Source: an optimization exercise on an open RTL-to-GDS flow (aim: small area and a short achievable clock period). Production flows keep margins and buffers that such runs may drop. Where RTL was checked, it was by simulation tests only, not by an equivalence proof against the original. Function not checked in run 6: the RTL went through the layout flow alone. Power and IR drop assume default switching activity.

===== config.mk =====
export PLATFORM = sky130hd
export DESIGN_NAME = top
export DESIGN_NICKNAME = top
export VERILOG_FILES = /design/flow/design.v
export SDC_FILE = /design/flow/constraint.sdc
export NUM_CORES = 8
export LEC_CHECK = 0
export CAP_MARGIN = 20
export CORE_MARGIN = 2
export CORE_UTILIZATION = 40
export SLEW_MARGIN = 20

===== constraint.sdc =====
create_clock -name core_clock -period 4.0 [get_ports {clk}]
set_input_delay 0.8000 -clock core_clock [delete_from_list [all_inputs] [get_ports {clk}]]
set_output_delay 0.8000 -clock core_clock [all_outputs]
set_load 0.01 [all_outputs]

===== design.v =====
module async_ram_sp #(
	parameter MEM_DEPTH = 256, 
	parameter ADDR_SIZE = 8
	) (
	input [9:0] din,
	input clk, rst_n, rx_valid,
	output reg [7:0] dout,
	output reg tx_valid
	);
reg [7:0] mem [MEM_DEPTH-1:0];
reg [ADDR_SIZE-1:0] R_Addr, W_Addr;
always @(posedge clk) begin
	if (~rst_n) begin
		dout <= 8'd0;
		tx_valid <= 1'b0;
		R_Addr <= 8'b0;
		W_Addr <= 8'b0;
	end
	else if (rx_valid) begin
		case (din[9:8])
		2'b00: begin 				 
			W_Addr <= din[7:0];
			tx_valid <= 1'b0;
		end 
		2'b01: begin 				 
			mem[W_Addr] <= din[7:0];
			tx_valid <= 1'b0;
		end 
		2'b10: begin  				 
			R_Addr <= din[7:0];
			tx_valid <= 1'b0;
		end 
		default: begin  			 
			dout <= mem[R_Addr];
			tx_valid <= 1'b1;		 
		end
		endcase
	end
	else begin
		tx_valid <= 1'b0;			 
	end
end
endmodule
module slave (
	input MOSI, SS_n, clk, rst_n, tx_valid,
	input [7:0] tx_data,
	output reg MISO, rx_valid,
	output reg [9:0] rx_data
	);
parameter IDLE = 3'b000;
parameter CHK_CMD = 3'b001;
parameter READ_ADD = 3'b010;
parameter READ_DATA = 3'b011;
parameter WRITE = 3'b100;
reg [2:0] cs, ns;  						 
reg [4:0] counter; 						 
reg [10:0] shift_reg; 					 
reg [7:0] tx_shift_reg;					 
reg flag; 								 
always @(posedge clk) begin
	if (~rst_n) 
		counter <= 0; 					 
	else if (SS_n)
		counter <= 0;					 
	else if (cs != IDLE) 
		if (cs != READ_DATA && counter == 11)
			counter <= 0;
		else if (cs == READ_DATA && counter == 20)
			counter <= 0;
		else
			counter <= counter + 1;		 
	else 
		counter <= 0;
end
always @(posedge clk) begin
    if (~rst_n)
        shift_reg <= 11'd0;				 
    else if (~SS_n && cs != IDLE)  		 
        shift_reg <= {shift_reg[9:0], MOSI};  
    else
        shift_reg <= 11'd0;				 
end
always @(posedge clk) begin
	if (~rst_n) begin
		cs <= IDLE;						 
		flag <= 1'b0;					 
	end
	else begin
		cs <= ns;						 
		if (cs == READ_ADD) 
			flag <= 1'b1;
		else if (cs == READ_DATA) 
			flag <= 1'b0;
	end
end
always @(*) begin
	ns = cs;							 
	case (cs)
		IDLE: 
			if (SS_n) 
				ns = IDLE;				 
			else 
				ns = CHK_CMD;
		CHK_CMD: begin
            if (SS_n)
                ns = IDLE;
            else if (counter) begin
            	if (shift_reg[0]) begin  
                	ns = flag ? READ_DATA : READ_ADD;
            	end else begin
                	ns = WRITE; 		 
            	end
            end
        end
		READ_ADD: 
			if (SS_n) 
				ns = IDLE;
			else if (counter == 11)
				ns = READ_ADD;			 
		READ_DATA: 
			if (SS_n)
				ns = IDLE;
			else if (counter == 11)
				ns = READ_DATA;			 
		WRITE: 
			if (SS_n)
				ns = IDLE;
			else if (counter == 11)
				ns = WRITE;
		default: ns = IDLE;
	endcase
end
always @(posedge clk) begin
	if (~rst_n) begin
		MISO <= 1'd0;
		rx_valid <= 1'd0;
		rx_data <= 10'd0;
		tx_shift_reg <= 8'd0;
	end
	else begin
		case (cs)
		IDLE, CHK_CMD: begin
			MISO <= 1'd0;
			rx_valid <= 1'd0;
			rx_data <= 10'd0;
		end
		READ_ADD: begin
			MISO <= 1'b0;
			rx_valid <= 1'b0;
			if (counter == 11) begin 		 
				rx_data <= shift_reg[9:0];	 
				rx_valid <= 1'b1;			 
			end
			else 
				rx_valid <= 1'b0;
		end
		READ_DATA: begin
			rx_valid <= 1'b0;
            if (counter == 11) begin 		 
            	rx_data <= shift_reg[9:0];
				rx_valid <= 1'b1;
			end
			else if (counter == 13) begin 	 
    			tx_shift_reg <= tx_data;  	 
    			MISO <= tx_data[7];       	 
			end 
			else if (counter > 13) begin  	 
   				tx_shift_reg <= {tx_shift_reg[6:0], 1'b0};  
    			MISO <= tx_shift_reg[6];  	 
			end
			else begin
				MISO <= 1'b0;				 
			end
		end
		WRITE: begin
			rx_valid <= 1'b0;
            MISO <= 1'b0;
            if (counter == 11) begin
                rx_data <= shift_reg[9:0];	 
                rx_valid <= 1'b1;  			 
            end 
		end
		default: begin
			MISO <= 1'b0;
			rx_valid <= 1'b0;
			rx_data <= 10'd0;
		end
		endcase
	end
end
endmodule
module top (
    input clk, rst_n, MOSI, SS_n,
    output MISO
    );
wire [9:0] rx_data; 
wire rx_valid;
wire [7:0] tx_data; 
wire tx_valid;
slave dut (
    .MOSI(MOSI), 
    .SS_n(SS_n), 
    .clk(clk), 
    .rst_n(rst_n), 
    .tx_valid(tx_valid), 
    .tx_data(tx_data), 
    .MISO(MISO), 
    .rx_valid(rx_valid), 
    .rx_data(rx_data)
    );
async_ram_sp my_ram (
    .din(rx_data),
    .dout(tx_data),
    .rx_valid(rx_valid),
    .tx_valid(tx_valid),
    .clk(clk),
    .rst_n(rst_n)
    );
endmodule

===== run.sh =====
#!/bin/bash
# synth_recipe.tcl (not shown) runs the flow's synth.tcl, then flattens the netlist and writes it again
# the make line also repeats each setting of config.mk as NAME=value (left out here)
make -C /OpenROAD-flow-scripts/flow DESIGN_CONFIG=/design/flow/config.mk WORK_HOME=/design/flow/orfs CLKGATE_MAP_FILE= SYNTH_SCRIPT=/design/flow/synth_recipe.tcl finish

==> results by group, run 1 <==
Run status
  • Status: complete, no violations

Routing
  • WL per Instance: 29.73 µm
  • Antenna-violating nets left: 0
  • Vias: 42.89k
  • DRT Pass-1 Iters: 5
  • DRT Wirelength: 220500 µm
  • DR vias/cell: 5.783
  • Initial DRC Count: 5246
  • DR DRC count: 0

Clock tree
  • Root Buffer: clkbuf_16
  • Post-cts resize count: 0
  • Hold Buf Count CTS: 0
  • CTS tree: done
  • H-tree depth: 4
  • Postcts setup bufs: 0
  • Clock-pin slew on the worst setup and hold paths: 0.07 ns
  • Num CTS Buffers: 207
  • CTS Buffer Depth: 3
  • CTS Sinks: 2110
  • Clk Latency, worst-skew pair: 0.86 ns

Synthesis
  • Number of synthesized flops with an enable pin: 2048
  • Synth cell types: 74
  • Mapped Cells: 4065
  • Seq/Total Area, Yosys: 75.69%
  • Top post-synthesis cells by count: edfxtp_1, mux4_2, nor2_1
  • YS warnings: 2
  • Cell taking the most area after synthesis: edfxtp_1
  • Count leader, synth: edfxtp_1
  • Ys flop type: edfxtp_1
  • Syn Std Cell Area: 0.08289 mm²
  • Syn_area_per_cell: 20.39 µm²
  • Async SR Flop Fraction: 0%
  • Flops & latches, synth: 2110
  • Synthesized net count: 4072
  • Post-synth top area share: 74.20%
  • Synth top area cells: edfxtp_1, mux4_2, mux2i_1, mux4_1, nor2_1

STA
  • Final setup viols: 0
  • Tmin final: 3.614 ns
  • Final hold vios: 0
  • Fmax: 276.7 MHz
  • RSZ-0062 raised after global routing: no
  • Max Slew Vio Count: 0
  • Worst-margin pin slew: 1.198 ns
  • Worst relative slew slack: 19.38%
  • Setup TNS: 0 ns
  • Tcrit/Tclk final: 90.36%
  • Clock skew: 0.05218 ns

Setup path
  • Crit Reg-Reg Endpoint: my_ram.dout[1]$_SDFFE_PN0P_
  • Crit-path cells: buf_12, buf_12, buf_4, mux4_2, o32ai_1, a2111oi_0, o2111ai_1, o311ai_1
  • Worst r2r path cells: 8
  • Worst path bufs/invs: 3
  • Reg-to-reg slack, setup: 0.39 ns
  • CP top delay family: compound AO/OA/AOI/OAI gates
  • Critical path class: flip-flop to flip-flop
  • Arrival time at the worst endpoint: 4.32 ns
  • Critical path's most frequent cell: buf_12
  • Worst reg2reg path startpoint: my_ram.R_Addr[0]$_SDFFE_PN0P_
  • Crit-path max cell delay: 0.79 ns
  • Critical Path Start Type: flip-flop
  • CP max stage cell: o32ai_1
  • CP Max Fanout: 32
  • Worst setup EP type: flip-flop
  • Worst Path Required: 4.71 ns

Floorplanning
  • Rows: 167
  • CORE AREA: 0.2064 mm²
  • Die area: 0.2109 mm²
  • Total I/O pin count: 5
  • Die Ht: 459.2 µm
  • Initial core utilization: 40.15%
  • Die width: 459.2 µm

Power
  • Worst vdd ir: 470.1 µV
  • Power Dens Cells: 456.1 mW/mm²
  • Leak: 34.97 nW

Worst hold path
  • Hold path startpoint: dut.shift_reg[2]$_SDFF_PN0_
  • Hold Crit Class: flip-flop to flip-flop
  • Hold EP: dut.rx_data[2]$_SDFFE_PN0P_
  • Hold path depth: 2

Layout
  • Area taken by multi-input logic gates: 0.01808 mm²
  • Layout net count: 4550
  • Layout cell share with drive strength beyond 1: 25.68%
  • Sequential cell area: 0.06279 mm²
  • Final core occ: 46.36%
  • Fill cells: 17.11k
  • Layout Cells excl Fill: 7417
  • Max reg flops: 2048
  • Area growth, synth to finish: 15.47%
  • Post-route cell area: 0.09571 mm²

GRT
  • Largest net degree at the start of global routing: 132
  • Number of global-route vias before repair: 42.46k
  • GRT Util Overall: 20.82%
  • GR Overflow Total: 0
  • Antenna violations before repair: 3
  • First-pass GRT wire length: 316000 µm

Flow run
  • Max-Cap Viols: 0

Place
  • Placed Instances: 7038
  • Gp weighted congestion: 0.8987
  • Area post-placement: 0.08873 mm²
  • PortBufs: 4
  • HPWL after DPL: 142400 µm
[per-stage QoR]
stage / hold slack, ns / setup WS (ns) / total power [mW]
2_1_floorplan: 0.4174 / 1.384 / 24.35
3_3_place_gp: 0.4273 / 0.2958 / 24.36
3_5_place_dp: 0.4312 / 0.3853 / 24.36
4_1_cts: 0.4428 / 0.5043 / 43.96
5_1_grt: 0.4627 / 0.3316 / 44.78
6_report: 0.4413 / 0.3856 / 43.65
[worst max path at each step]
stage	startpoint	end	slack (ns)	cells after the start
detailed placement	rst_n	my_ram.dout[4]$_SDFFE_PN0P_	0.39	8
global placement	my_ram.R_Addr[0]$_SDFFE_PN0P_	my_ram.dout[7]$_SDFFE_PN0P_	0.30	10
finish	my_ram.R_Addr[0]$_SDFFE_PN0P_	my_ram.dout[1]$_SDFFE_PN0P_	0.39	8
global route	my_ram.R_Addr[0]$_SDFFE_PN0P_	my_ram.dout[6]$_SDFFE_PN0P_	0.33	11
floorplan	rst_n	my_ram.mem[160][0]$_DFFE_PP_	1.38	6
CTS	my_ram.R_Addr[0]$_SDFFE_PN0P_	my_ram.dout[1]$_SDFFE_PN0P_	0.50	8
[area by class of cell]
type	count	share of cell area [%]
repair buffers	522	4.641
clock buffers	255	5.684
clock inverters	123	1.604
diodes	1	0.002615
well taps	2704	3.535
inverters	10	0.04184
multi-input cells	1692	18.89
flip-flops and latches	2110	65.60
[where the power goes]
group          internal, mW  switching (mW)
registers              23.8         0.00459
logic                0.0118          0.0193
clock network          11.2            8.52
total                  35.1            8.55
[cell families (layout without fill, tap and decap cells)]
family,after synthesis,in the layout,share of synthesized area [%]
AO/OA/AOI/OAI,391,391,3.306
XOR/XNOR,3,3,0.03171
adder cells (fa/ha/maj),3,3,0.04529
buffers and inverters,263,910,2.551
flip-flops,2110,2110,75.69
multiplexers,687,687,15.15
other,0,1,0
AND/OR/NAND/NOR,608,608,3.220
[cells in the final DEF (no fill, tap or decap), types with 7 or more instances in the layout]
| cell | count |
|---|---|
| o22ai_1 | 82 |
| bufinv_16 | 23 |
| o21ai_0 | 42 |
| a221oi_1 | 7 |
| a2111oi_0 | 9 |
| o221ai_1 | 44 |
| a22oi_1 | 41 |
| inv_1 | 7 |
| dfxtp_1 | 50 |
| nor4_1 | 9 |
| mux4_2 | 351 |
| a2111oi_1 | 9 |
| dfxtp_4 | 12 |
| nor3_1 | 19 |
| a31oi_1 | 14 |
| clkinv_2 | 32 |
| clkbuf_1 | 40 |
| clkinv_16 | 11 |
| buf_12 | 41 |
| edfxtp_1 | 2048 |
| or3_1 | 12 |
| buf_4 | 477 |
| mux2i_1 | 252 |
| clkinv_1 | 35 |
| a211oi_1 | 33 |
| and2_1 | 20 |
| clkbuf_8 | 8 |
| nor2_1 | 330 |
| mux4_1 | 79 |
| nand4_1 | 11 |
| clkinvlp_4 | 8 |
| nand3_1 | 49 |
| nand2_1 | 105 |
| clkinv_4 | 8 |
| nor2b_1 | 13 |
| clkbuf_16 | 207 |
| a21oi_1 | 58 |
[metal layers]
| layer | vias up | part of all wire [%] | track usage (%) |
|---|---|---|---|
| met5 | - | 0 | 0 |
| met1 | 22709 | 42 | 29.58 |
| li1 | 17833 | - | - |
| met2 | 1983 | 47 | 32.53 |
| met4 | 0 | 3.2 | 6.705 |
| met3 | 364 | 8.4 | 3.922 |
[tightest hold or removal path: cells and delay by family (launching register included)]
kind             cells  cell delay [ns]
flip-flops           1             0.31
AO/OA/AOI/OAI        1             0.05
AND/OR/NAND/NOR      1             0.05
==> run 2, diff against run 1 <==
==> design.v (replaced) <==
module async_ram_sp (
	input clk, rst_n,
	input ho,               
	input [9:0] din,        
	output reg [7:0] dout   
	);
reg [4:0] d_ring;
reg [1:0] d_y;
always @(*) begin
	if (din[3:2] != 2'b11) begin
		d_ring = {1'b0, din[7:4]};
		d_y = din[3:2];
	end else begin
		case (din[7:4])
		4'd0:  begin d_ring = 5'd16; d_y = 2'd0; end
		4'd1:  begin d_ring = 5'd16; d_y = 2'd1; end
		4'd2:  begin d_ring = 5'd16; d_y = 2'd2; end
		4'd3:  begin d_ring = 5'd17; d_y = 2'd0; end
		4'd4:  begin d_ring = 5'd17; d_y = 2'd1; end
		4'd5:  begin d_ring = 5'd17; d_y = 2'd2; end
		4'd6:  begin d_ring = 5'd18; d_y = 2'd0; end
		4'd7:  begin d_ring = 5'd18; d_y = 2'd1; end
		4'd8:  begin d_ring = 5'd18; d_y = 2'd2; end
		4'd9:  begin d_ring = 5'd19; d_y = 2'd0; end
		4'd10: begin d_ring = 5'd19; d_y = 2'd1; end
		4'd11: begin d_ring = 5'd19; d_y = 2'd2; end
		4'd12: begin d_ring = 5'd20; d_y = 2'd0; end
		4'd13: begin d_ring = 5'd20; d_y = 2'd1; end
		4'd14: begin d_ring = 5'd20; d_y = 2'd2; end
		default: begin d_ring = 5'd21; d_y = 2'd0; end
		endcase
	end
end
wire [3:0] d_slot = {d_y, din[1:0]};
reg [1:0] phx, phy;
always @(posedge clk) begin
	phx <= phx + 2'd1;
	if (phx == 2'd3)
		phy <= (phy == 2'd2) ? 2'd0 : phy + 2'd1;
end
reg [4:0] r_ring, w_ring;    
reg [3:0] r_slot, w_slot;
reg [7:0] wdata;             
reg pw, pr;                  
reg wp;                      
reg wzd;                     
reg [7:0] pf;                
wire w_act = (pw & rst_n) | wp;
wire w_match = (phx == w_slot[1:0]) & ((phy == w_slot[3:2]) | (w_ring == 5'd21) | (w_slot[3:2] == 2'b11));
wire w_land = w_act & w_match;
wire w_keep = w_act & ~w_match;
wire r_match = (phx == r_slot[1:0]) & ((phy == r_slot[3:2]) | (r_ring == 5'd21));
wire [22*8-1:0] taps;
genvar g;
generate
	for (g = 0; g < 22; g = g + 1) begin : rg
		localparam N = (g == 21) ? 4 : 12;
		reg [8*N-1:0] s;
		wire [7:0] nxt = (w_land && w_ring == g) ? wdata : s[8*N-1 -: 8];
		always @(posedge clk)
			s <= {s[8*N-9:0], nxt};
		assign taps[8*g +: 8] = s[8*N-1 -: 8];
	end
endgenerate
wire hor = ho & rst_n;
wire zreq = ~rst_n | wzd;
always @(posedge clk) begin
	pw <= hor && din[9:8] == 2'b01;
	pr <= hor && din[9:8] == 2'b11;
	if (hor)
		wdata <= din[7:0];
	if (~rst_n) begin
		r_ring <= 5'd0;
		r_slot <= 4'd0;
	end else if (ho && din[9:8] == 2'b10) begin
		r_ring <= d_ring;
		r_slot <= d_slot;
	end
	wp <= w_keep;
	wzd <= zreq & w_keep;
	if (hor && din[9:8] == 2'b00) begin
		w_ring <= d_ring;
		w_slot <= d_slot;
	end else if (zreq && !w_keep) begin
		w_ring <= 5'd0;
		w_slot <= 4'd0;
	end
	if (r_match)
		pf <= (w_land && w_ring == r_ring) ? wdata : taps[8*r_ring +: 8];
	if (~rst_n)
		dout <= 8'd0;
	else if (pr)
		dout <= pf;
end
endmodule
module slave (
	input MOSI, SS_n, clk, rst_n,
	input [7:0] tx_data,
	output reg MISO,
	output ho,                   
	output reg [9:0] shift_reg   
	);
localparam IDLE = 3'b000;
localparam CHK_CMD = 3'b001;
localparam READ_ADD = 3'b010;
localparam READ_DATA = 3'b011;
localparam WRITE = 3'b100;
reg [2:0] cs, ns;
reg [4:0] counter;
reg flag;
always @(posedge clk) begin
	if (~rst_n)
		counter <= 0;
	else if (SS_n)
		counter <= 0;
	else if (cs != IDLE)
		if (cs != READ_DATA && counter == 11)
			counter <= 0;
		else if (cs == READ_DATA && counter == 20)
			counter <= 0;
		else
			counter <= counter + 1;
	else
		counter <= 0;
end
always @(posedge clk)
	shift_reg <= {shift_reg[8:0], MOSI};
always @(posedge clk) begin
	if (~rst_n) begin
		cs <= IDLE;
		flag <= 1'b0;
	end
	else begin
		cs <= ns;
		if (cs == READ_ADD)
			flag <= 1'b1;
		else if (cs == READ_DATA)
			flag <= 1'b0;
	end
end
always @(*) begin
	ns = cs;
	case (cs)
		IDLE:      ns = SS_n ? IDLE : CHK_CMD;
		CHK_CMD:   if (SS_n) ns = IDLE;
		           else if (counter != 0) ns = shift_reg[0] ? (flag ? READ_DATA : READ_ADD) : WRITE;
		READ_ADD,
		READ_DATA,
		WRITE:     if (SS_n) ns = IDLE;
		default:   ns = IDLE;
	endcase
end
assign ho = (cs == READ_ADD || cs == READ_DATA || cs == WRITE) && counter == 11;
wire [2:0] bit_idx = 3'd4 - counter[2:0];    
always @(posedge clk) begin
	if (~rst_n)
		MISO <= 1'b0;
	else
		MISO <= (cs == READ_DATA) && (counter >= 13) && tx_data[bit_idx];
end
endmodule
module top (
    input clk, rst_n, MOSI, SS_n,
    output MISO
    );
wire [9:0] sr;
wire ho;
wire [7:0] tx_data;
slave dut (
    .MOSI(MOSI),
    .SS_n(SS_n),
    .clk(clk),
    .rst_n(rst_n),
    .tx_data(tx_data),
    .MISO(MISO),
    .ho(ho),
    .shift_reg(sr)
    );
async_ram_sp my_ram (
    .clk(clk),
    .rst_n(rst_n),
    .ho(ho),
    .din(sr),
    .dout(tx_data)
    );
endmodule
==> results by group, run 2 <==
Run status
  • Status: complete, no violations

Clock tree
  • Num CTS Buffers: 181 (-13%)
  • Hold Buf Count CTS: 0 (unchanged)
  • Postcts setup bufs: 0 (unchanged)
  • CTS tree: done
  • Post-cts resize count: 0 (unchanged)
  • CTS Buffer Depth: 3 (unchanged)
  • CTS Sinks: 2123 (+0.62%)
  • Clock-pin slew on the worst setup and hold paths: 0.07 ns (about the same)
  • H-tree depth: 4 (unchanged)
  • Clk Latency, worst-skew pair: 0.77 ns (-0.09 ns)
  • Root Buffer: clkbuf_16

GRT
  • GRT Util Overall: 11.56% (-9.3 points)
  • Antenna violations before repair: 1 (-2)
  • GR Overflow Total: 0 (unchanged)
  • First-pass GRT wire length: 106700 µm (-66%)
  • Number of global-route vias before repair: 18.27k (-57%)
  • Largest net degree at the start of global routing: 41 (-69%)

Layout
  • Fill cells: 10.06k (-41%)
  • Commonest non-fill, non-tap cell in the layout: dfxtp_1
  • Max reg flops: 2048 (unchanged)
  • Number of diodes: 0 (-1)
  • Most frequent cells in the layout: dfxtp_1, clkbuf_16, mux2_2
  • Final core occ: 47.10% (+0.74 points)
  • Area taken by multi-input logic gates: 0.005009 mm² (-72%)
  • Area growth, synth to finish: 17.20%
  • Sequential cell area: 0.04278 mm² (-32%)
  • Layout cell share with drive strength beyond 1: 17.39% (-8.3 points)
  • Layout net count: 2916 (-36%)

Setup path
  • Arrival time at the worst endpoint: 3.38 ns (-0.94 ns)
  • Critical path class: flip-flop to flip-flop
  • CP Max Fanout: 10 (-69%)
  • Worst setup EP type: flip-flop
  • Critical Path Start Type: flip-flop
  • Worst Path Required: 4.40 ns (-0.31 ns)

Floorplanning
  • Die Ht: 350.7 µm (-24%)
  • Total I/O pin count: 5 (unchanged)
  • Initial core utilization: 40.19% (+0.042 points)
  • Rows: 127 (-24%)
  • Die width: 350.7 µm (-24%)
  • CORE AREA: 0.1197 mm² (-42%)
  • Die area: 0.1230 mm² (-42%)

Place
  • HPWL after DPL: 40970 µm (-71%)
  • Gp weighted congestion: 0.7761 (-14%)
  • PortBufs: 4 (unchanged)

STA
  • Worst relative slew slack: 34.60% (+15 points)
  • Max Slew Vio Count: 0 (unchanged)
  • Final hold vios: 0 (unchanged)
  • Fmax: 334.8 MHz (+21%)
  • Clock skew: 0.04196 ns (-0.01022 ns)
  • RSZ-0062 raised after global routing: no
  • Tmin final: 2.987 ns (-0.6278 ns)
  • Tcrit/Tclk final: 74.66% (-16 points)
  • Setup TNS: 0 ns (unchanged)
  • Final setup viols: 0 (unchanged)
  • Worst-margin pin slew: 0.9730 ns (-0.2252 ns)

Synthesis
  • Async SR Flop Fraction: 0% (unchanged)
  • Mapped Cells: 2750 (-32%)
  • Cell taking the most area after synthesis: dfxtp_1
  • Synth top area cells: dfxtp_1, mux2_2, mux2i_1, edfxtp_1, mux2_4
  • Count leader, synth: dfxtp_1
  • Ys flop type: dfxtp_1
  • Top post-synthesis cells by count: dfxtp_1, mux2_2, mux2i_1
  • YS warnings: 2 (unchanged)
  • Post-synth top area share: 87.25% (+13 points)
  • Syn Std Cell Area: 0.04809 mm² (-42%)
  • Synthesized net count: 2763 (-32%)
  • Synth cell types: 55 (-26%)
  • Syn_area_per_cell: 17.49 µm² (-14%)
  • Number of synthesized flops with an enable pin: 27 (-99%)
  • Flops & latches, synth: 2123 (+0.62%)
  • Seq/Total Area, Yosys: 88.94% (+13 points)

Routing
  • DR vias/cell: 3.986 (-31%)
  • Vias: 18.60k (-57%)
  • DRT Wirelength: 69400 µm (-69%)
  • Antenna-violating nets left: 0 (unchanged)
  • DRT Pass-1 Iters: 4 (-1)
  • Initial DRC Count: 1091 (-79%)
  • DR DRC count: 0 (unchanged)
  • WL per Instance: 14.87 µm (-50%)

Power
  • Leak: 22.42 nW (-36%)
  • Worst vdd ir: 457.0 µV (-2.8%)
  • Power Dens Cells: 691.8 mW/mm² (+52%)

Worst hold path
  • Hold Crit Class: flip-flop to flip-flop

Flow run
  • Max-Cap Viols: 0 (unchanged)
run 2: cells by family after synthesis:
family	count (synthesis)	synth area share [%]
adders and majority gates	9	0.2342
muxes	286	6.819
DFF	2123	88.94
and+or+nand+nor	162	1.881
AOI/OAI and AO/OA	85	1.181
buffers and inverters	70	0.6738
xor gates and xnor gates	15	0.2732
run 2: where the power goes:
group	internal, mW	switching [mW]
logic	0.0196	0.0328
clock network	10.3	7.45
registers	21.2	0.0162
total	31.5	7.50
run 2: final timing paths:
| path | start | cells past startpoint | endpoint | slack, ns |
|---|---|---|---|---|
| setup / recovery | dut.counter[0]$_SDFF_PP0_ | 6 | my_ram.w_ring[4]$_SDFFCE_PN0P_ | 1.01 |
| hold / removal | my_ram.rg[21].s[19]$_DFF_P_ | 0 | my_ram.rg[21].s[27]$_DFF_P_ | 0.29 |
| setup reg to reg | dut.counter[0]$_SDFF_PP0_ | 6 | my_ram.w_ring[4]$_SDFFCE_PN0P_ | 1.01 |
| hold reg to reg | my_ram.rg[21].s[19]$_DFF_P_ | 0 | my_ram.rg[21].s[27]$_DFF_P_ | 0.29 |
run 2: final cells by class:
type / count / share of cell area [%]
clock buffers: 265 / 9.470
clock inverters: 69 / 1.696
inverters: 15 / 0.09990
multi-input cells: 557 / 8.886
flip-flops and latches: 2123 / 75.90
well taps: 1612 / 3.579
repair buffers: 25 / 0.3730
run 2: per-layer routing:
metal  part of all wire, %  GRT usage, %  vias to the layer above
met5                     0             0                        -
met2                    40         16.15                      319
met4                   3.7         5.685                        0
met1                    52         16.65                     8874
met3                   4.0         2.824                      166
li1                      -             -                     9242
run 2: worst max-delay path: stages (launching register included):
cell and delay, ns:
dfxtp_1 0.53, ha_1 0.27, nor4bb_1 0.59, o21a_1 0.22, nand2_1 0.08, or3_1 0.47, o21ai_1 0.46
run 2: through the flow:
step | total power, mW | hold slack [ns] | setup slack (ns) | area [µm²] | instances
3_5_place_dp | 21.73 | 0.3121 | 0.7094 | 50070 | 4332
3_3_place_gp | 21.73 | 0.3095 | 0.7017 | 50070 | 4332
2_1_floorplan | 21.71 | 0.3096 | 1.352 | 48090 | 2750
6_report | 38.99 | 0.2914 | 1.013 | 56360 | 4666
5_1_grt | 40.34 | 0.2932 | 0.7637 | 56360 | 4666
4_1_cts | 39.45 | 0.2873 | 0.9756 | 56360 | 4666
==> run 3, diff against run 2 <==
--- a/design.v
+++ b/design.v
@@ -45,11 +45,19 @@
 reg wp;                      
 reg wzd;                     
 reg [7:0] pf;                
+wire [1:0] nphx = phx + 2'd1;
+wire [1:0] nphy = (phx != 2'd3) ? phy : (phy == 2'd2) ? 2'd0 : phy + 2'd1;
+wire r_set = rst_n & ho & (din[9:8] == 2'b10);
+wire [4:0] nr_ring = ~rst_n ? 5'd0 : r_set ? d_ring : r_ring;
+wire [3:0] nr_slot = ~rst_n ? 4'd0 : r_set ? d_slot : r_slot;
+reg w_match, r_match;
+always @(posedge clk) begin
+	w_match <= (nphx == w_slot[1:0]) & ((nphy == w_slot[3:2]) | (w_ring == 5'd21) | (w_slot[3:2] == 2'b11));
+	r_match <= (nphx == nr_slot[1:0]) & ((nphy == nr_slot[3:2]) | (nr_ring == 5'd21));
+end
 wire w_act = (pw & rst_n) | wp;
-wire w_match = (phx == w_slot[1:0]) & ((phy == w_slot[3:2]) | (w_ring == 5'd21) | (w_slot[3:2] == 2'b11));
 wire w_land = w_act & w_match;
 wire w_keep = w_act & ~w_match;
-wire r_match = (phx == r_slot[1:0]) & ((phy == r_slot[3:2]) | (r_ring == 5'd21));
 wire [22*8-1:0] taps;
 genvar g;
 generate
@@ -69,13 +77,8 @@
 	pr <= hor && din[9:8] == 2'b11;
 	if (hor)
 		wdata <= din[7:0];
-	if (~rst_n) begin
-		r_ring <= 5'd0;
-		r_slot <= 4'd0;
-	end else if (ho && din[9:8] == 2'b10) begin
-		r_ring <= d_ring;
-		r_slot <= d_slot;
-	end
+	r_ring <= nr_ring;
+	r_slot <= nr_slot;
 	wp <= w_keep;
 	wzd <= zreq & w_keep;
 	if (hor && din[9:8] == 2'b00) begin
@@ -97,7 +100,7 @@
 	input MOSI, SS_n, clk, rst_n,
 	input [7:0] tx_data,
 	output reg MISO,
-	output ho,                   
+	output reg ho,               
 	output reg [9:0] shift_reg   
 	);
 localparam IDLE = 3'b000;
@@ -108,6 +111,8 @@
 reg [2:0] cs, ns;
 reg [4:0] counter;
 reg flag;
+reg show;    
+wire in_frame = (cs == READ_ADD) || (cs == READ_DATA) || (cs == WRITE);
 always @(posedge clk) begin
 	if (~rst_n)
 		counter <= 0;
@@ -150,13 +155,16 @@
 		default:   ns = IDLE;
 	endcase
 end
-assign ho = (cs == READ_ADD || cs == READ_DATA || cs == WRITE) && counter == 11;
+always @(posedge clk) begin
+	ho <= rst_n && !SS_n && in_frame && counter == 10;
+	show <= rst_n && !SS_n && cs == READ_DATA && counter >= 12 && counter <= 19;
+end
 wire [2:0] bit_idx = 3'd4 - counter[2:0];    
 always @(posedge clk) begin
 	if (~rst_n)
 		MISO <= 1'b0;
 	else
-		MISO <= (cs == READ_DATA) && (counter >= 13) && tx_data[bit_idx];
+		MISO <= show && tx_data[bit_idx];
 end
 endmodule
 module top (
--- a/config.mk
+++ b/config.mk
@@ -8,4 +8,5 @@
 export CAP_MARGIN = 20
 export CORE_MARGIN = 2
 export CORE_UTILIZATION = 40
+export SETUP_SLACK_MARGIN = 2.0
 export SLEW_MARGIN = 20
==> results by group, run 3 <==
Floorplanning
  • CORE AREA: 0.1197 mm² (unchanged)
  • Die Ht: 350.7 µm (about the same)
  • Total I/O pin count: 5 (unchanged)
  • Die area: 0.1230 mm² (about the same)
  • Initial core utilization: 40.19% (about the same)
  • Die width: 350.7 µm (about the same)
  • Rows: 127 (unchanged)

GRT
  • GR Overflow Total: 0 (unchanged)
  • Antenna violations before repair: 5 (+4)
  • Largest net degree at the start of global routing: 27 (-34%)
  • Met3 usage: 2.850% (+0.026 points)
  • GR Layer Usage met2: 16.94% (+0.79 points)
  • GR peak layer: met2
  • First-pass GRT wire length: 108100 µm (+1.3%)
  • Number of global-route vias before repair: 18.18k (-0.45%)
  • GRT Util Overall: 11.76% (+0.21 points)
  • Routing usage on met1: 16.92% (+0.27 points)

Place
  • Area post-placement: 0.05012 mm² (+0.11%)
  • Gp weighted congestion: 0.8149 (+5.0%)
  • HPWL after DPL: 41950 µm (+2.4%)
  • Pre-CTS setup slack: 0.7823 ns (+0.07291 ns)
  • PortBufs: 4 (unchanged)

STA
  • Fmax: 495.5 MHz (+48%)
  • RSZ-0062 raised after global routing: yes
  • Worst-margin pin slew: 0.7543 ns (-0.2187 ns)
  • Worst relative slew slack: 49.72% (+15 points)
  • Tcrit/Tclk final: 50.46% (-24 points)
  • Final setup viols: 0 (unchanged)
  • Fin worst setup slack: 1.982 ns (+0.9682 ns)
  • Max Slew Vio Count: 0 (unchanged)
  • Tmin final: 2.018 ns (-0.9682 ns)
  • Setup TNS: 0 ns (unchanged)
  • Final hold vios: 0 (unchanged)
  • Clock skew: 0.02199 ns (-0.01997 ns)

Synthesis
  • Mux contribution to synthesized area: 6.411% (-0.41 points)
  • Post-synth top area share: 87.42% (+0.17 points)
  • Syn_area_per_cell: 17.45 µm² (-0.22%)
  • Cell taking the most area after synthesis: dfxtp_1
  • Synth cell types: 56 (+1.8%)
  • XOR/XNOR share of the synthesized area: 0.2368% (-0.036 points)
  • Count leader, synth: dfxtp_1
  • Compound-Gate Fraction of Synth Area: 1.423% (+0.24 points)
  • Post-Synth Adder-Cell Area: 0.2081% (-0.026 points)
  • YS warnings: 2 (unchanged)
  • Async SR Flop Fraction: 0% (unchanged)
  • Synth top area cells: dfxtp_1, mux2_2, mux2i_1, edfxtp_1, a22oi_1
  • Number of synthesized flops with an enable pin: 27 (unchanged)
  • Post-Synth Simple-Gate Area: 1.912% (+0.031 points)
  • Flops & latches, synth: 2127 (+0.19%)
  • Seq/Total Area, Yosys: 89.11% (+0.17 points)
  • Synthesized net count: 2768 (+0.18%)
  • Ys flop type: dfxtp_1
  • Top post-synthesis cells by count: dfxtp_1, mux2_2, mux2i_1
  • Syn Std Cell Area: 0.04809 mm² (about the same)
  • Mapped Cells: 2756 (+0.22%)
  • Largest family of logic cells by synthesized area: multiplexers

Clock tree
  • CTS tree: done
  • Clk Latency, worst-skew pair: 0.76 ns (about the same)
  • Clock-pin slew on the worst setup and hold paths: 0.06 ns (about the same)
  • CTS Buffer Depth: 3 (unchanged)
  • CTS Sinks: 2127 (+0.19%)
  • Num CTS Buffers: 184 (+1.7%)
  • H-tree depth: 4 (unchanged)
  • Hold Buf Count CTS: 0 (unchanged)
  • Root Buffer: clkbuf_16

Power
  • Leak: 22.65 nW (+1.0%)
  • Clock power share: 45.8% (+0.3 points)
  • Worst vdd ir: 472.2 µV (+3.3%)
  • Net Sw Frac: 18.95% (-0.29 points)
  • Gate power share: 0.2% (about the same)
  • Power Dens Cells: 686.0 mW/mm² (-0.84%)
  • Net switching power figure: 7.460 mW (-0.57%)
  • Sequential Power Share: 54.0% (-0.4 points)
  • Internal: 31.90 mW (+1.3%)

Setup path
  • Arrival time at the worst endpoint: 2.51 ns (-0.87 ns)
  • Reg-to-reg slack, setup: 1.98 ns (+0.97 ns)
  • Critical path class: flip-flop to flip-flop
  • Crit-path max cell delay: 0.42 ns (-0.17 ns)
  • Worst setup EP type: flip-flop
  • Worst Path Required: 4.49 ns (+0.09 ns)
  • CP Max Fanout: 12 (+2)
  • Crit-path cells: buf_4, buf_12, buf_8, mux2i_1, a22oi_1, nand3_1, a31oi_1
  • CP max stage cell: dfxtp_4
  • Critical Path Start Type: flip-flop

Routing
  • DR DRC count: 0 (unchanged)
  • DR vias/cell: 4.018 (+0.79%)
  • DRT Pass-1 Iters: 5 (+1)
  • Vias: 18.96k (+1.9%)
  • WL per Instance: 15.18 µm (+2.1%)
  • DRT Wirelength: 71620 µm (+3.2%)
  • Initial DRC Count: 1057 (-3.1%)
  • Antenna-violating nets left: 0 (unchanged)

Layout
  • Area taken by multi-input logic gates: 0.005335 mm² (+6.5%)
  • Sequential cell area: 0.04286 mm² (+0.20%)
  • Final core occ: 47.96% (+0.85 points)
  • Layout net count: 2962 (+1.6%)
  • Layout cell share with drive strength beyond 1: 19.96% (+2.6 points)
  • Fill cells: 9932 (-1.3%)
  • Most frequent cells in the layout: dfxtp_1, clkbuf_16, mux2_2
  • Area growth, synth to finish: 19.32%
  • Commonest non-fill, non-tap cell in the layout: dfxtp_1
  • Number of diodes: 0 (unchanged)
  • Post-route cell area: 0.05738 mm² (+1.8%)
  • Max reg flops: 2048 (unchanged)

Worst hold path
  • Hold Crit Class: flip-flop to flip-flop

Run status
  • Status: complete, no violations

Flow run
  • Max-Cap Viols: 0 (unchanged)
run 3: cell types whose count changed after synthesis, moves of 7 or more:
cell	before	now
nand3_1	29	17
mux2_2	155	180
mux2_4	32	0
a31oi_1	0	7
o22ai_1	14	3
nor2_2	0	9
nand2_1	21	38
o21ai_0	20	11
o221ai_1	0	8
clkbuf_1	35	21
buf_4	1	8
run 3: logic make-up after synthesis:
| kind of cell | count (synthesis) |
|---|---|
| DFF | 2127 |
| buffers and inverters | 68 |
| and+or+nand+nor | 168 |
| xor gates and xnor gates | 13 |
| adders and majority gates | 8 |
| muxes | 278 |
| AOI/OAI and AO/OA | 94 |
run 3: power by group through the flow:
stage	registers [mW]	logic (mW)	clock network, mW
CTS	21.2	0.0669	18.5
finish	21.3	0.0682	18.0
global placement	21.7	0.0583	0
floorplan	21.7	0.0448	0
global route	21.2	0.0730	19.4
detailed placement	21.7	0.0584	0
run 3: through the flow:
stage          total power [mW]  std cells  hold slack (ns)
2_1_floorplan             21.76       2756           0.3096
3_3_place_gp              21.79       4341           0.3095
3_5_place_dp              21.79       4341           0.3121
4_1_cts                   39.82       4711           0.3060
5_1_grt                   40.72       4718           0.3131
6_report                  39.36       4718           0.3077
run 3: critical path: cells and delay by family, from the launching register on:
kind | cells | cell delay [ns]
muxes | 1 | 0.42
and+or+nand+nor | 1 | 0.17
buffers and inverters | 3 | 0.46
DFF | 1 | 0.42
AOI/OAI and AO/OA | 2 | 0.26
run 3: layout make-up:
cell class	instances	share of cell area (%)
Clock inverter	80	1.880
Clock buffer	262	9.278
Multi-Input combinational cell	561	9.298
Inverter	15	0.09812
Sequential cell	2127	74.70
Tap cell	1612	3.515
Timing Repair Buffer	61	1.234
run 3: final timing paths:
kind	start	depth (start not counted)	to
setup / recovery	my_ram.r_ring[0]$_DFF_P_	7	my_ram.pf[0]$_DFFE_PP_
hold / removal	my_ram.rg[4].s[46]$_DFF_P_	0	my_ram.rg[4].s[54]$_DFF_P_
setup reg to reg	my_ram.r_ring[0]$_DFF_P_	7	my_ram.pf[0]$_DFFE_PP_
hold reg to reg	my_ram.rg[4].s[46]$_DFF_P_	0	my_ram.rg[4].s[54]$_DFF_P_
run 3: what timing repair did:
| item | CTS | global route |
|---|---|---|
| endpoints found under the setup margin | 195 | 50 |
| resized for setup | 61 | 31 |
| cloned | 2 | 0 |
| pin swaps | 12 | 11 |
| buffers inserted | 26 | 7 |
run 3: layer usage:
layer  wire, µm  share of wire, %
met1      36630                51
met2      30040                42
met3       2972               4.1
met4       1982               2.8
met5          0                 0
==> run 4, diff against run 3 <==
--- a/config.mk
+++ b/config.mk
@@ -7,6 +7,9 @@
 export LEC_CHECK = 0
 export CAP_MARGIN = 20
 export CORE_MARGIN = 2
-export CORE_UTILIZATION = 40
+export CORE_UTILIZATION = 60
+export CTS_CLUSTER_DIAMETER = 80
+export CTS_CLUSTER_SIZE = 26
+export PLACE_DENSITY = 0.7
 export SETUP_SLACK_MARGIN = 2.0
 export SLEW_MARGIN = 20
==> results by group, run 4 <==
Run status
  • Status: complete, no violations

Setup path
  • Critical Path Start Type: flip-flop
  • CP Max Fanout: 12 (unchanged)
  • Worst setup EP type: flip-flop
  • Arrival time at the worst endpoint: 2.41 ns (-0.10 ns)
  • Worst Path Required: 4.41 ns (-0.08 ns)
  • Critical path class: flip-flop to flip-flop

Clock tree
  • CTS Buffer Depth: 3 (unchanged)
  • CTS tree: done
  • CTS Sinks: 2127 (unchanged)
  • Clock-pin slew on the worst setup and hold paths: 0.10 ns (+0.04 ns)
  • Num CTS Buffers: 92 (-50%)
  • Root Buffer: clkbuf_16
  • Hold Buf Count CTS: 0 (unchanged)
  • Clk Latency, worst-skew pair: 0.68 ns (-0.08 ns)
  • H-tree depth: 3 (-1)

Floorplanning
  • Initial core utilization: 60.77% (+21 points)
  • Total I/O pin count: 5 (unchanged)
  • Rows: 103 (-19%)
  • Die width: 287.1 µm (-18%)
  • CORE AREA: 0.07913 mm² (-34%)
  • Die Ht: 287.1 µm (-18%)
  • Die area: 0.08243 mm² (-33%)

Power
  • Worst vdd ir: 378.1 µV (-20%)
  • Net Sw Frac: 18.87% (-0.078 points)
  • Clock power share: 32.4% (-13 points)
  • Sequential Power Share: 67.3% (+13 points)
  • Net switching power figure: 5.950 mW (-20%)
  • Leak: 20.67 nW (-8.8%)
  • Gate power share: 0.2% (about the same)
  • Power Dens Cells: 599.1 mW/mm² (-13%)
  • Internal: 25.57 mW (-20%)

Layout
  • Final core occ: 66.50% (+19 points)
  • Most frequent cells in the layout: dfxtp_1, mux2_2, clkbuf_16
  • Area taken by multi-input logic gates: 0.005265 mm² (-1.3%)
  • Max reg flops: 2048 (unchanged)
  • Layout cell share with drive strength beyond 1: 14.26% (-5.7 points)
  • Area growth, synth to finish: 9.424%
  • Sequential cell area: 0.04286 mm² (about the same)
  • Commonest non-fill, non-tap cell in the layout: dfxtp_1
  • Layout net count: 2862 (-3.4%)
  • Fill cells: 5285 (-47%)

STA
  • Clock skew: 0.02477 ns (+0.002779 ns)
  • Setup TNS: 0 ns (unchanged)
  • Tcrit/Tclk final: 50.07% (-0.39 points)
  • Final hold vios: 0 (unchanged)
  • Worst-margin pin slew: 0.8439 ns (+0.08964 ns)
  • Max Slew Vio Count: 0 (unchanged)
  • Fmax: 499.3 MHz (+0.78%)
  • Fin worst setup slack: 1.997 ns (+0.01570 ns)
  • RSZ-0062 raised after global routing: yes
  • Tmin final: 2.003 ns (-0.01570 ns)
  • Worst relative slew slack: 43.62% (-6.1 points)
  • Final setup viols: 0 (unchanged)

Synthesis
  • Post-Synth Adder-Cell Area: 0.2081% (unchanged)
  • Flops & latches, synth: 2127 (unchanged)
  • Ys flop type: dfxtp_1
  • Syn Std Cell Area: 0.04809 mm² (unchanged)
  • Cell taking the most area after synthesis: dfxtp_1
  • Synth top area cells: dfxtp_1, mux2_2, mux2i_1, edfxtp_1, a22oi_1
  • Count leader, synth: dfxtp_1
  • Synth cell types: 56 (unchanged)
  • Mux contribution to synthesized area: 6.411% (unchanged)
  • XOR/XNOR share of the synthesized area: 0.2368% (unchanged)
  • Post-Synth Simple-Gate Area: 1.912% (unchanged)
  • YS warnings: 2 (unchanged)
  • Synthesized net count: 2768 (unchanged)
  • Number of synthesized flops with an enable pin: 27 (unchanged)
  • Largest family of logic cells by synthesized area: multiplexers
  • Compound-Gate Fraction of Synth Area: 1.423% (unchanged)
  • Syn_area_per_cell: 17.45 µm² (unchanged)
  • Mapped Cells: 2756 (unchanged)
  • Post-synth top area share: 87.42% (unchanged)
  • Async SR Flop Fraction: 0% (unchanged)
  • Top post-synthesis cells by count: dfxtp_1, mux2_2, mux2i_1
  • Seq/Total Area, Yosys: 89.11% (unchanged)

GRT
  • First-pass GRT wire length: 110300 µm (+2.1%)
  • Number of global-route vias before repair: 18.83k (+3.6%)
  • GR Overflow Total: 0 (unchanged)
  • GRT Util Overall: 17.79% (+6.0 points)
  • Antenna violations before repair: 0 (-5)
  • Largest net degree at the start of global routing: 33 (+22%)

Routing
  • Initial DRC Count: 1148 (+8.6%)
  • WL per Instance: 18.81 µm (+24%)
  • DRT Pass-1 Iters: 8 (+3)
  • Antenna-violating nets left: 0 (unchanged)
  • DR DRC count: 0 (unchanged)
  • DRT Wirelength: 73630 µm (+2.8%)
  • Vias: 18.51k (-2.4%)
  • DR vias/cell: 4.728 (+18%)

Place
  • HPWL after DPL: 43670 µm (+4.1%)
  • PortBufs: 4 (unchanged)
  • Gp weighted congestion: 0.8766 (+7.6%)
  • Pre-CTS setup slack: 0.5513 ns (-0.2310 ns)

Worst hold path
  • Hold Crit Class: flip-flop to flip-flop

Flow run
  • Max-Cap Viols: 0 (unchanged)
==> run 4: logic make-up (layout without fill, tap and decap cells) <==
family                     Yosys count  in the layout
DFF                               2127           2127
muxes                              278            278
and+or+nand+nor                    168            168
AOI/OAI and AO/OA                   94             94
buffers and inverters               68            174
xor gates and xnor gates            13             13
adders and majority gates            8              8
other                                0              2
==> run 4: area by class of cell <==
class                           count  share of cell area, %
Sequential cell                  2127                  81.46
Multi-Input combinational cell    561                  10.01
Clock buffer                       98                  4.499
Tap cell                         1050                  2.497
Timing Repair Buffer               53                  1.203
Clock inverter                      8                 0.2211
Inverter                           15                 0.1070
Antenna cell                        2               0.009511
==> run 4: power by group through the flow <==
stage,Sequential [mW],Clock (mW),Combinational (mW)
floorplan,21.7,0,0.0448
detailed placement,21.7,0,0.0567
global route,21.2,11.2,0.0825
global placement,21.7,0,0.0541
finish,21.2,10.2,0.0778
CTS,21.2,10.5,0.0739
==> run 4: per-stage QoR <==
stage / hold slack, ns / cell area (µm²) / power, mW / std cells
5_1_grt: 0.3249 / 52620 / 32.51 / 3912
6_report: 0.3136 / 52620 / 31.52 / 3914
3_3_place_gp: 0.3096 / 49390 / 21.78 / 3775
4_1_cts: 0.3195 / 52370 / 31.77 / 3905
3_5_place_dp: 0.3121 / 49390 / 21.79 / 3775
2_1_floorplan: 0.3096 / 48170 / 21.76 / 2756
==> run 4: repair_timing <==
item	4_1_cts	5_1_grt
setup endpoints to repair	200	72
setup buffers	24	4
gates cloned	0	3
endpoints found under the hold margin	0	0
pin swaps	6	9
resized for setup	54	27
==> run 4: path summary, 6_finish.rpt <==
check                              start                          end  slack (ns)  depth (start not counted)
max             my_ram.r_ring[0]$_DFF_P_       my_ram.pf[6]$_DFFE_PP_        2.00                          6
min          my_ram.rg[13].s[65]$_DFF_P_  my_ram.rg[13].s[73]$_DFF_P_        0.31                          0
min reg2reg  my_ram.rg[13].s[65]$_DFF_P_  my_ram.rg[13].s[73]$_DFF_P_        0.31                          0
max reg2reg     my_ram.r_ring[0]$_DFF_P_       my_ram.pf[6]$_DFFE_PP_        2.00                          6
==> run 4: layer usage <==
metal  GRT usage, %  share of wire [%]
met1          25.27                 48
met2          27.28                 44
met3          3.024                3.9
met4          7.383                3.6
met5              0                  0
==> run 4: critical path, cell delays in order, from the launching register on <==
cell	delay, ns
dfxtp_4	0.39
buf_12	0.14
buf_16	0.19
mux2i_1	0.47
a221oi_2	0.21
a22oi_1	0.22
a31oi_1	0.10
==> run 5, diff against run 4 <==
--- a/config.mk
+++ b/config.mk
@@ -7,9 +7,9 @@
 export LEC_CHECK = 0
 export CAP_MARGIN = 20
 export CORE_MARGIN = 2
-export CORE_UTILIZATION = 60
-export CTS_CLUSTER_DIAMETER = 80
-export CTS_CLUSTER_SIZE = 26
-export PLACE_DENSITY = 0.7
+export CORE_UTILIZATION = 70
+export CTS_CLUSTER_DIAMETER = 100
+export CTS_CLUSTER_SIZE = 30
+export PLACE_DENSITY = 0.8
 export SETUP_SLACK_MARGIN = 2.0
 export SLEW_MARGIN = 20
==> results by group, run 5 <==
Layout
  • Fill cells: 3571 (-32%)
  • Sequential cell area: 0.04286 mm² (unchanged)
  • Layout net count: 2858 (-0.14%)
  • Area taken by multi-input logic gates: 0.005308 mm² (+0.81%)
  • Area growth, synth to finish: 8.357%
  • Max reg flops: 2048 (unchanged)
  • Final core occ: 76.24% (+9.7 points)
  • Most frequent cells in the layout: dfxtp_1, mux2_2, mux2i_1, clkbuf_16, buf_4
  • Commonest non-fill, non-tap cell in the layout: dfxtp_1
  • Layout cell share with drive strength beyond 1: 14.29% (+0.035 points)

Synthesis
  • Ys flop type: dfxtp_1
  • Syn Std Cell Area: 0.04809 mm² (unchanged)
  • Synth top area cells: dfxtp_1, mux2_2, mux2i_1, edfxtp_1, a22oi_1
  • Count leader, synth: dfxtp_1
  • Post-Synth Adder-Cell Area: 0.2081% (unchanged)
  • Synthesized net count: 2768 (unchanged)
  • XOR/XNOR share of the synthesized area: 0.2368% (unchanged)
  • Post-Synth Simple-Gate Area: 1.912% (unchanged)
  • Largest family of logic cells by synthesized area: multiplexers
  • Compound-Gate Fraction of Synth Area: 1.423% (unchanged)
  • Number of synthesized flops with an enable pin: 27 (unchanged)
  • Top post-synthesis cells by count: dfxtp_1, mux2_2, mux2i_1
  • Flops & latches, synth: 2127 (unchanged)
  • Post-synth top area share: 87.42% (unchanged)
  • Mux contribution to synthesized area: 6.411% (unchanged)
  • Async SR Flop Fraction: 0% (unchanged)
  • YS warnings: 2 (unchanged)
  • Synth cell types: 56 (unchanged)
  • Syn_area_per_cell: 17.45 µm² (unchanged)
  • Seq/Total Area, Yosys: 89.11% (unchanged)
  • Mapped Cells: 2756 (unchanged)
  • Cell taking the most area after synthesis: dfxtp_1

GRT
  • Largest net degree at the start of global routing: 34 (+3.0%)
  • GRT Util Overall: 22.11% (+4.3 points)
  • First-pass GRT wire length: 115900 µm (+5.1%)
  • GR Overflow Total: 0 (unchanged)
  • Antenna violations before repair: 1 (+1)
  • Number of global-route vias before repair: 19.38k (+2.9%)

STA
  • Final setup viols: 0 (unchanged)
  • Tcrit/Tclk final: 50.76% (+0.70 points)
  • Clock skew: 0.02647 ns (+0.001702 ns)
  • Worst relative slew slack: 42.71% (-0.91 points)
  • Max Slew Vio Count: 0 (unchanged)
  • Worst-margin pin slew: 0.8594 ns (+0.01545 ns)
  • Setup TNS: 0 ns (unchanged)
  • Fmax: 492.5 MHz (-1.4%)
  • Final hold vios: 0 (unchanged)
  • RSZ-0062 raised after global routing: yes
  • Tmin final: 2.030 ns (+0.02783 ns)

Floorplanning
  • Initial core utilization: 70.36% (+9.6 points)
  • Die area: 0.07081 mm² (-14%)
  • CORE AREA: 0.06835 mm² (-14%)
  • Rows: 96 (-6.8%)
  • Die width: 266.1 µm (-7.3%)
  • Die Ht: 266.1 µm (-7.3%)
  • Total I/O pin count: 5 (unchanged)

Setup path
  • CP Max Fanout: 8 (-4)
  • CP top delay family: multiplexers
  • Worst Path Required: 4.40 ns (about the same)
  • Worst setup EP type: flip-flop
  • Worst reg2reg path startpoint: my_ram.r_ring[0]$_DFF_P_
  • Worst path bufs/invs: 1 (-1)
  • Crit Reg-Reg Endpoint: my_ram.pf[4]$_DFFE_PP_
  • Arrival time at the worst endpoint: 2.43 ns (+0.02 ns)
  • Crit-path cells: buf_12, mux4_2, mux2i_4, nand2_1, nand4_1, o221ai_2
  • Reg-to-reg slack, setup: 1.97 ns (-0.03 ns)
  • Critical path class: flip-flop to flip-flop
  • Crit path launch: my_ram.r_ring[0]$_DFF_P_
  • Critical Path Start Type: flip-flop
  • Worst r2r path cells: 6 (unchanged)
  • CP max stage cell: mux4_2
  • Crit-path max cell delay: 0.60 ns (+0.13 ns)

Routing
  • DRT Pass-1 Iters: 5 (-3)
  • WL per Instance: 21.32 µm (+13%)
  • DR DRC count: 0 (unchanged)
  • Antenna-violating nets left: 0 (unchanged)
  • Initial DRC Count: 1167 (+1.7%)
  • Vias: 18.76k (+1.3%)
  • DRT Wirelength: 79690 µm (+8.2%)
  • DR vias/cell: 5.017 (+6.1%)

Power
  • Net switching power figure: 5.867 mW (-1.4%)
  • Sequential Power Share: 68.8% (+1.5 points)
  • Total power: 30.86 mW (-2.1%)
  • Power Dens Cells: 592.3 mW/mm² (-1.1%)
  • Gate power share: 0.3% (about the same)
  • Net Sw Frac: 19.01% (+0.14 points)
  • Clock power share: 30.9% (-1.5 points)
  • Worst vdd ir: 414.2 µV (+9.5%)
  • Internal: 25.00 mW (-2.3%)
  • Leak: 20.53 nW (-0.67%)

Place
  • PortBufs: 4 (unchanged)
  • HPWL after DPL: 45120 µm (+3.3%)
  • Gp weighted congestion: 0.8785 (+0.22%)

Worst hold path
  • Hold EP: my_ram.rg[20].s[56]$_DFF_P_
  • Hold path startpoint: my_ram.rg[20].s[48]$_DFF_P_
  • Hold Crit Class: flip-flop to flip-flop
  • Hold path depth: 0 (unchanged)

Clock tree
  • CTS Buffer Depth: 3 (unchanged)
  • Num CTS Buffers: 80 (-13%)
  • Clk Latency, worst-skew pair: 0.66 ns (-0.02 ns)
  • CTS tree: done
  • Root Buffer: clkbuf_16
  • Clock-pin slew on the worst setup and hold paths: 0.11 ns (about the same)
  • H-tree depth: 3 (unchanged)
  • CTS Sinks: 2127 (unchanged)

Flow run
  • Max-Cap Viols: 0 (unchanged)

Run status
  • Status: complete, no violations
==> run 5: cell counts after synthesis <==
No cell type changed its count.
==> run 5: power groups by stage <==
stage	sequential (mW)	combinational, mW	clock [mW]
2_1_floorplan	21.7	0.0448	0
3_3_place_gp	21.7	0.0537	0
3_5_place_dp	21.7	0.0558	0
4_1_cts	21.2	0.0685	9.69
5_1_grt	21.2	0.0834	10.4
6_report	21.2	0.0799	9.54
==> run 5: kinds of logic (layout without fill, tap and decap cells) <==
group	Yosys count	count (layout)
AND/OR/NAND/NOR	168	168
AO/OA/AOI/OAI	94	94
XOR/XNOR	13	13
buffers and inverters	68	167
other	0	1
adder cells (fa/ha/maj)	8	8
flip-flops	2127	2127
multiplexers	278	278
==> run 5: metrics by stage <==
step	setup slack, ns	hold WS, ns	area (µm²)	instances
after floorplan	1.848	0.3096	48170	2756
after global placement	0.7740	0.3095	49190	3607
after detailed placement	0.7554	0.3121	49190	3607
after CTS	1.966	0.3156	51830	3726
after global routing	1.936	0.3297	52110	3737
final	1.970	0.3199	52110	3738
==> run 5: cell type report <==
| type | count | share of cell area, % |
|---|---|---|
| diodes | 1 | 0.004802 |
| clock buffers | 87 | 3.974 |
| clock inverters | 4 | 0.07444 |
| inverters | 15 | 0.1081 |
| multi-input cells | 561 | 10.19 |
| flip-flops and latches | 2127 | 82.26 |
| well taps | 882 | 2.118 |
| repair buffers | 61 | 1.275 |
==> run 5: worst max path at each step <==
stage / to / slack [ns] / depth (start not counted)
after global placement: my_ram.rg[15].s[6]$_DFF_P_ / 0.77 / 6
after floorplan: my_ram.rg[7].s[0]$_DFF_P_ / 1.85 / 8
final: my_ram.pf[4]$_DFFE_PP_ / 1.97 / 6
after global routing: my_ram.pf[2]$_DFFE_PP_ / 1.94 / 6
after detailed placement: my_ram.rg[2].s[7]$_DFF_P_ / 0.76 / 6
after CTS: my_ram.pf[3]$_DFFE_PP_ / 1.97 / 6
==> run 5: timing repair <==
item	in CTS	in global routing
endpoints found under the setup margin	203	122
gates cloned	1	1
pin swaps	7	8
hold buffers	0	0
resized for setup	55	34
setup buffers	27	10
==> run 5: routing by layer <==
layer / vias to the layer above / track usage, % / routed length (µm) / part of all wire [%]
li1: 9017 / - / - / -
met1: 9220 / 30.83 / 36860 / 46
met2: 377 / 36.00 / 37720 / 47
met3: 139 / 3.115 / 2888 / 3.6
met4: 2 / 7.698 / 2200 / 2.8
met5: - / 0 / 12 / 0.015
==> run 6, diff against run 5 <==
--- a/design.v
+++ b/design.v
@@ -1,6 +1,6 @@
 module async_ram_sp (
 	input clk, rst_n,
-	input ho,               
+	input rx_valid,         
 	input [9:0] din,        
 	output reg [7:0] dout   
 	);
@@ -38,26 +38,29 @@
 	if (phx == 2'd3)
 		phy <= (phy == 2'd2) ? 2'd0 : phy + 2'd1;
 end
+wire [1:0] nphx = phx + 2'd1;
+wire [1:0] nphy = (phx != 2'd3) ? phy : (phy == 2'd2) ? 2'd0 : phy + 2'd1;
 reg [4:0] r_ring, w_ring;    
 reg [3:0] r_slot, w_slot;
 reg [7:0] wdata;             
-reg pw, pr;                  
 reg wp;                      
 reg wzd;                     
 reg [7:0] pf;                
-wire [1:0] nphx = phx + 2'd1;
-wire [1:0] nphy = (phx != 2'd3) ? phy : (phy == 2'd2) ? 2'd0 : phy + 2'd1;
-wire r_set = rst_n & ho & (din[9:8] == 2'b10);
-wire [4:0] nr_ring = ~rst_n ? 5'd0 : r_set ? d_ring : r_ring;
-wire [3:0] nr_slot = ~rst_n ? 4'd0 : r_set ? d_slot : r_slot;
-reg w_match, r_match;
+reg w_match, r_match;        
+wire go = rx_valid & rst_n;    
+wire c00 = go & (din[9:8] == 2'b00);
+wire c01 = go & (din[9:8] == 2'b01);
+wire c10 = go & (din[9:8] == 2'b10);
+wire c11 = go & (din[9:8] == 2'b11);
+wire r_new = rx_valid & (din[9:8] == 2'b10);
+wire [4:0] nr_ring = r_new ? d_ring : r_ring;
+wire [3:0] nr_slot = r_new ? d_slot : r_slot;
 always @(posedge clk) begin
 	w_match <= (nphx == w_slot[1:0]) & ((nphy == w_slot[3:2]) | (w_ring == 5'd21) | (w_slot[3:2] == 2'b11));
 	r_match <= (nphx == nr_slot[1:0]) & ((nphy == nr_slot[3:2]) | (nr_ring == 5'd21));
 end
-wire w_act = (pw & rst_n) | wp;
-wire w_land = w_act & w_match;
-wire w_keep = w_act & ~w_match;
+wire w_land = wp & w_match;
+wire w_keep = wp & ~w_match;
 wire [22*8-1:0] taps;
 genvar g;
 generate
@@ -70,38 +73,40 @@
 		assign taps[8*g +: 8] = s[8*N-1 -: 8];
 	end
 endgenerate
-wire hor = ho & rst_n;
+wire [7:0] pf_d = !r_match ? pf : (w_land && w_ring == r_ring) ? wdata : taps[8*r_ring +: 8];
 wire zreq = ~rst_n | wzd;
 always @(posedge clk) begin
-	pw <= hor && din[9:8] == 2'b01;
-	pr <= hor && din[9:8] == 2'b11;
-	if (hor)
+	if (c01)
 		wdata <= din[7:0];
-	r_ring <= nr_ring;
-	r_slot <= nr_slot;
-	wp <= w_keep;
+	wp <= c01 | w_keep;
 	wzd <= zreq & w_keep;
-	if (hor && din[9:8] == 2'b00) begin
+	if (c00) begin
 		w_ring <= d_ring;
 		w_slot <= d_slot;
 	end else if (zreq && !w_keep) begin
 		w_ring <= 5'd0;
 		w_slot <= 4'd0;
 	end
-	if (r_match)
-		pf <= (w_land && w_ring == r_ring) ? wdata : taps[8*r_ring +: 8];
+	if (~rst_n) begin
+		r_ring <= 5'd0;
+		r_slot <= 4'd0;
+	end else if (c10) begin
+		r_ring <= d_ring;
+		r_slot <= d_slot;
+	end
+	pf <= pf_d;
 	if (~rst_n)
 		dout <= 8'd0;
-	else if (pr)
-		dout <= pf;
+	else if (c11)
+		dout <= pf_d;
 end
 endmodule
 module slave (
 	input MOSI, SS_n, clk, rst_n,
 	input [7:0] tx_data,
 	output reg MISO,
-	output reg ho,               
-	output reg [9:0] shift_reg   
+	output reg hv,               
+	output reg [10:0] shift_reg  
 	);
 localparam IDLE = 3'b000;
 localparam CHK_CMD = 3'b001;
@@ -111,6 +116,7 @@
 reg [2:0] cs, ns;
 reg [4:0] counter;
 reg flag;
+reg ho;      
 reg show;    
 wire in_frame = (cs == READ_ADD) || (cs == READ_DATA) || (cs == WRITE);
 always @(posedge clk) begin
@@ -129,7 +135,7 @@
 		counter <= 0;
 end
 always @(posedge clk)
-	shift_reg <= {shift_reg[8:0], MOSI};
+	shift_reg <= {shift_reg[9:0], MOSI};
 always @(posedge clk) begin
 	if (~rst_n) begin
 		cs <= IDLE;
@@ -157,6 +163,7 @@
 end
 always @(posedge clk) begin
 	ho <= rst_n && !SS_n && in_frame && counter == 10;
+	hv <= rst_n && ho;
 	show <= rst_n && !SS_n && cs == READ_DATA && counter >= 12 && counter <= 19;
 end
 wire [2:0] bit_idx = 3'd4 - counter[2:0];    
@@ -171,9 +178,9 @@
     input clk, rst_n, MOSI, SS_n,
     output MISO
     );
-wire [9:0] sr;
-wire ho;
-wire [7:0] tx_data;
+wire [10:0] sr;      
+wire hv;             
+wire [7:0] tx_data;  
 slave dut (
     .MOSI(MOSI),
     .SS_n(SS_n),
@@ -181,14 +188,14 @@
     .rst_n(rst_n),
     .tx_data(tx_data),
     .MISO(MISO),
-    .ho(ho),
+    .hv(hv),
     .shift_reg(sr)
     );
 async_ram_sp my_ram (
     .clk(clk),
     .rst_n(rst_n),
-    .ho(ho),
-    .din(sr),
+    .rx_valid(hv),
+    .din(sr[10:1]),
     .dout(tx_data)
     );
 endmodule
==> results by group, run 6 <==
Run status
  • Status: complete, no violations

Synthesis
  • YS warnings: 2 (unchanged)
  • Synth top area cells: dfxtp_1, mux2_2, mux4_2, edfxtp_1, mux2i_1
  • Mapped Cells: 2775 (+0.69%)
  • Cell taking the most area after synthesis: dfxtp_1
  • Top post-synthesis cells by count: dfxtp_1, mux2_2, nor2_1
  • Number of synthesized flops with an enable pin: 19 (-30%)
  • Async SR Flop Fraction: 0% (unchanged)
  • Ys flop type: dfxtp_1
  • Synthesized net count: 2787 (+0.69%)
  • Syn_area_per_cell: 17.37 µm² (-0.46%)
  • Post-synth top area share: 87.56% (+0.14 points)
  • Seq/Total Area, Yosys: 88.74% (-0.37 points)
  • Flops & latches, synth: 2127 (unchanged)

Routing
  • Initial DRC Count: 1312 (+12%)
  • WL per Instance: 22.61 µm (+6.1%)
  • Vias: 19.13k (+2.0%)
  • DR vias/cell: 5.082 (+1.3%)
  • DRT Wirelength: 85120 µm (+6.8%)
  • DRT Pass-1 Iters: 5 (unchanged)
  • Antenna-violating nets left: 0 (unchanged)

Setup path
  • Arrival time at the worst endpoint: 2.73 ns (+0.30 ns)
  • Worst setup EP type: flip-flop
  • CP max stage cell: or4_4
  • Worst Path Required: 4.58 ns (+0.18 ns)
  • CP Max Fanout: 7 (-1)
  • Crit-path cells: buf_12, mux4_2, nor3_1, or4_4, o2111a_1, o41ai_2
  • Critical Path Start Type: flip-flop
  • Critical path class: flip-flop to flip-flop
  • Reg-to-reg slack, setup: 1.85 ns (-0.11 ns)

Clock tree
  • Num CTS Buffers: 80 (unchanged)
  • CTS Buffer Depth: 3 (unchanged)
  • H-tree depth: 3 (unchanged)
  • Clk Latency, worst-skew pair: 0.67 ns (about the same)
  • CTS tree: done
  • CTS Sinks: 2127 (unchanged)

Place
  • Gp weighted congestion: 0.8388 (-4.5%)
  • PortBufs: 4 (unchanged)
  • HPWL after DPL: 50980 µm (+13%)
  • Area post-placement: 0.04920 mm² (about the same)

STA
  • Final setup viols: 0 (unchanged)
  • Clock skew: 0.03136 ns (+0.004888 ns)
  • Fmax: 466.2 MHz (-5.3%)
  • Final hold vios: 0 (unchanged)
  • Worst relative slew slack: 29.64% (-13 points)
  • Tmin final: 2.145 ns (+0.1146 ns)
  • Tcrit/Tclk final: 53.63% (+2.9 points)
  • RSZ-0062 raised after global routing: yes
  • Worst-margin pin slew: 1.055 ns (+0.1961 ns)

Worst hold path
  • Hold Crit Class: flip-flop to flip-flop

Layout
  • Layout net count: 2885 (+0.94%)
  • Commonest non-fill, non-tap cell in the layout: dfxtp_1
  • Layout Cells excl Fill: 3764 (+0.70%)
  • Post-route cell area: 0.05255 mm² (+0.85%)
  • Max reg flops: 2048 (unchanged)
  • Layout cell share with drive strength beyond 1: 16.67% (+2.4 points)
  • Area growth, synth to finish: 9.032%

GRT
  • Number of global-route vias before repair: 19.87k (+2.6%)
  • Antenna violations before repair: 2 (+1)
  • Largest net degree at the start of global routing: 32 (-5.9%)
  • GRT Util Overall: 24.06% (+1.9 points)
  • First-pass GRT wire length: 124400 µm (+7.3%)

Power
  • Leak: 20.88 nW (+1.7%)
  • Power Dens Cells: 587.6 mW/mm² (-0.79%)
  • Worst vdd ir: 419.0 µV (+1.1%)
  • Total power: 30.88 mW (about the same)

Floorplanning
  • CORE AREA: 0.06835 mm² (unchanged)
  • Die width: 266.4 µm (+0.11%)
  • Initial core utilization: 70.52% (+0.16 points)
  • Total I/O pin count: 5 (unchanged)
  • Die Ht: 266.4 µm (+0.11%)
## run 6: layout make-up
type	count	area (µm²)
antenna	2	5.005
sequential	2127	42790
fill	3501	15800
inverter	15	56.30
multi-input combinational	576	5644
tap	882	1104
timing repair buffer	73	819.5
clock inverter	3	37.54
clock buffer	86	2088
## run 6: worst paths after layout
path                                                    start                          end  cells past startpoint
worst max register to register  my_ram.r_ring[0]$_SDFFE_PN0P_  my_ram.dout[3]$_SDFFE_PN0P_                      6
worst min register to register    my_ram.rg[18].s[85]$_DFF_P_  my_ram.rg[18].s[93]$_DFF_P_                      0
worst min-delay path              my_ram.rg[18].s[85]$_DFF_P_  my_ram.rg[18].s[93]$_DFF_P_                      0
worst max-delay path            my_ram.r_ring[0]$_SDFFE_PN0P_  my_ram.dout[3]$_SDFFE_PN0P_                      6
## run 6: through the flow
stage          worst slack (ns)  util [%]  hold WS [ns]
2_1_floorplan             2.008         -        0.3096
3_3_place_gp              1.009     71.98        0.3096
3_5_place_dp             0.9869     71.98        0.3121
4_1_cts                   1.858     76.47        0.3247
5_1_grt                   1.840     76.88        0.3255
6_report                  1.855     76.89        0.3211
## run 6: logic make-up after synthesis
family,share of synthesized area [%]
buf+inv,0.6724
compound gates,1.565
flops,88.74
simple gates,2.230
mux,6.345
fa+ha+maj,0.2077
xor+xnor,0.2362
## run 6: worst max-delay path: cells and delay by family (launching register included)
family	cells	cell delay, ns
muxes	1	0.39
buffers and inverters	1	0.16
AOI/OAI and AO/OA	2	0.46
and+or+nand+nor	2	0.61
DFF	1	0.42
## run 6: power by group
part / switching (mW) / internal, mW
registers: 0.0231 / 21.2
logic: 0.0449 / 0.0295
clock network: 5.80 / 3.78
total: 5.86 / 25.0
## run 6: per-layer routing
metal / up-vias / GRT usage (%) / part of all wire (%)
met3: 128 / 2.878 / 2.8
met1: 9527 / 33.84 / 47
met4: 0 / 7.486 / 2.8
li1: 9157 / - / -
met2: 316 / 39.63 / 48
met5: - / 0 / 0
## run 6: timing repair
item                                    in CTS  in global routing
gates cloned                                 1                  1
endpoints found under the hold margin        0                  0
gates resized for setup                    101                 50
setup buffers                               44                 10
endpoints found under the setup margin     208                158
pin swaps                                   25                 26

Re-timed with assumed drivers on the ports (clkbuf_16 on the clock, buf_2 on other inputs), run 6 has 1.855 ns of setup slack against 1.855 ns with ideal ports, and 1.520 ns once port delays also move by the mid clock arrival of 0.722 ns.
